What follows belongs to an exercise in optimizing a design on an open flow for small area, a short achievable clock period and few clock cycles per item; a production flow would make more cautious choices. Only simulation tests tie the RTL to the original design; equivalence was not proved. Power and IR drop assume default switching activity.

## build 13
==> flow/design.v (excerpt) <==
module JAM (
    input CLK,
    input RST,
    output reg [2:0] W,
    output reg [2:0] J,
    input [6:0] Cost,
    output reg [3:0] MatchCount,
    output reg [9:0] MinCost,
    output reg Valid );
localparam [3:0] S_SCAN = 4'd0,   
                 S_WAIT = 4'd1,   
                 S_A0   = 4'd3,   
                 S_ADJ  = 4'd4,   
                 S_PRU  = 4'd5,   
                 S_DINI = 4'd6,   
                 S_DFS  = 4'd7,   
                 S_DONE = 4'd8;
localparam [1:0] T_NONE = 2'd0, T_SCAN = 2'd1, T_ADJ = 2'd2, T_A0 = 2'd3;
reg [3:0]  cs;
reg        fix;           
reg        wz;            
reg        adj_end;
reg        aug;           
reg [7:0]  wv   [0:7];    
reg [7:0]  mv   [0:7];    
reg [2:0]  way  [0:7];    
reg [2:0]  p    [0:7];    
reg [7:0]  mt;            
reg [7:0]  used;          
reg [2:0]  row;           
reg [3:0]  j0;            
reg [6:0]  dl;            
reg [9:0]  base;          
reg [7:0]  best;          
reg [2:0]  j1;            
reg [2:0]  jj;            
reg [1:0]  s1_tag;
reg [9:0]  s1_cb;         
reg [7:0]  s1_w;          
reg [7:0]  s1_corr;       
reg        s1_wb;
reg [2:0]  s1_col;
reg [1:0]  s2_tag;
reg [7:0]  s2_x;          
reg [7:0]  s2_m;
reg [2:0]  s2_col;
reg        s2_mt;         
reg        j1_mt;         
integer q;
function [3:0] next_free;
  input [7:0] u;
  input [3:0] from;
  integer n;
  begin
    next_free = 4'd8;
    for (n = 7; n >= 0; n = n - 1)
      if (!u[n] && n >= from) next_free = n;
  end
endfunction
function [2:0] lowest;
  input [7:0] m;
  integer n;
  begin
    lowest = 3'd0;
    for (n = 7; n >= 0; n = n - 1)
      if (m[n]) lowest = n;
  end
endfunction
function [3:0] nf_next;
  input [7:0] m;
  input [2:0] a;
  integer n;
  begin
    nf_next = 4'd8;
    for (n = 7; n >= 0; n = n - 1)
      if (m[n] && n > a) nf_next = n;
  end
endfunction
function [3:0] nf_prev;
  input [7:0] m;
  input [2:0] a;
  integer n;
  ...
Size in the first run: about 2,200 cells after synthesis, ~320 flip-flops, about 30 I/O pins.
make LEC_CHECK=0 CAP_MARGIN=20 CORE_MARGIN=2 CORE_UTILIZATION=50 CTS_CLUSTER_DIAMETER=100 CTS_CLUSTER_SIZE=20 PLACE_DENSITY=0.65 SLEW_MARGIN=20 finish   # period 4.0 ns
run.sh (not shown) runs the stock make flow with config.mk's settings and CLKGATE_MAP_FILE= SYNTH_SCRIPT=/design/flow/synth_recipe.tcl, a recipe that flattens the netlist after the stock synthesis.
Testbench counts of build 13, summed over its fixed seeds: cycles 4,584, tables 18.
Input changes introduced in build 31 (baseline for comparison: build 13):
- PLACE_DENSITY no longer set, was 0.65
- CORE_UTILIZATION now 55, was 50
[summary]
Per the final summary, build 31 finished and its layout is clean on timing, DRC and antenna. Between build 13 and build 31, the flow reports met3 wirelength from detailed routing increasing by a few percent. Of build 13 and build 31, build 31 shows the higher overall track demand over capacity in global routing, with build 13 below it. When build 31 is measured against build 13, its synthesis-to-finish area growth turns out 0.73 points lower. Pre-CTS worst setup slack on build 31 is behind build 13.
What build 54 does differently from build 31 at the input level:
- swapping 55 for 40 in CORE_UTILIZATION
- swapping 20 for 15 in CTS_CLUSTER_SIZE
==> notes.md <==
- Of build 54 and build 31, it is build 54 that has the higher core outline area.
- Looking at critical path depth across build 31 and build 54, the one that comes out lower is build 54.
- Cell count went up by a few percent going from build 31 to build 54.
- Re hold slack: build 31 and build 54 aren't equal, and the lower value belongs to build 31.
- Going from build 31 to build 54, number of clock buffers inserted by TritonCTS higher, design area moved up, final critical-path share of the clock period fell 0.91 points.
What build 3 does differently from build 54 at the input level:
- CORE_UTILIZATION: 40 -> 50
- CTS_CLUSTER_SIZE: 15 -> 20
Results
- On clock-buffer cell count: between build 54 and build 3, it ends up higher for build 54.
- For sequential portion of the cell area, build 3 and build 54 come out practically identical.
- The area growth from synthesis to layout reported for build 3 is smaller than that of build 54 by 0.27 points.
- The die of build 3 is smaller than the one used in build 54.
- Build 3 vs build 54 — cell count along the critical path rose 5.
Input-level comparison between build 36 and build 3:
- CORE_UTILIZATION: 50 -> 40
==> notes.md <==
[compare] base=build 3 new=build 36: number of signal-net buffers in the layout saw a decrease, maximum number of pins on one net before global-route repair saw an increase, maximum clock skew at final layout saw an increase, overall power after layout saw a decrease. Build 36 | status: complete | timing, DRC, antenna: pass. Build 36: share of power burned in the clock network is 0.3 points higher than what build 3 reported. In build 36, worst hold path stage count is higher than in build 3. The combinational power of build 3 and that of build 36 are within noise of each other. Taking build 3 as the reference, in build 36 switching component of the power moved down, combinational fraction of design power moved down, global-route usage moved down, reported leakage power moved down.
Input-level comparison between build 96 and build 36:
- CORE_UTILIZATION: 40 -> 45
--- outcome ---
- Diff build 36 and build 96: post-route worst hold slack higher in build 36
- Build 96 ends up with a wire length of the first global-routing pass that is 1.8 mm higher than in build 36.
- Going from build 36 to build 96, placement-stage cell area held steady; routed length on met2 grew by about 1.3%.
- On overall power consumption, the lower figure sits with build 36, not build 96.
- Compared to build 36, build 96 has final worst-path cycle share 0.56 points lower.
- Global-route track usage on met2: lower on build 36
- On final area, build 36 and build 96 are basically level.

-- port drivers added, routing unchanged --
In the flow no input, the clock included, has a driving cell. The finished layouts below were timed again as built, in two steps.
Step 1 sets driving cells, clkbuf_16 on the clock port and buf_2 on the other inputs (assumed; they add their load-dependent delay and slew).
Step 2 also shifts input and output timing later by t, the mid clock arrival at the registers, as if the neighbouring blocks saw the same clock.
a / b / c = ideal ports / drivers / drivers and shift; a / b = the first two.
| run | t, ns | slack for setup (ns) | worst setup path after step 2 | latest minus earliest clock arrival (ns) | pins driven straight from the clock port |
|---|---|---|---|---|---|
| build 13 | 0.622 | 0.234 / 0.234 / 0.230 | input to register | 0.028 / 0.028 | 1 |
| build 31 | 0.599 | 0.137 / 0.137 / 0.137 | register to register | 0.037 / 0.037 | 1 |
| build 54 | 0.624 | 0.173 / 0.173 / 0.173 | register to register | 0.026 / 0.026 | 1 |
| build 3 | 0.617 | 0.259 / 0.259 / 0.259 | register to register | 0.034 / 0.034 | 1 |
| build 36 | 0.611 | 0.202 / 0.202 / 0.202 | register to register | 0.043 / 0.043 | 1 |
| build 96 | 0.622 | 0.224 / 0.224 / 0.224 | register to register | 0.027 / 0.028 | 1 |
After both steps every run listed still meets setup and hold. The setup slack of build 13, which loses most, moves by 0.000 ns with the drivers and by -0.004 ns with both steps.
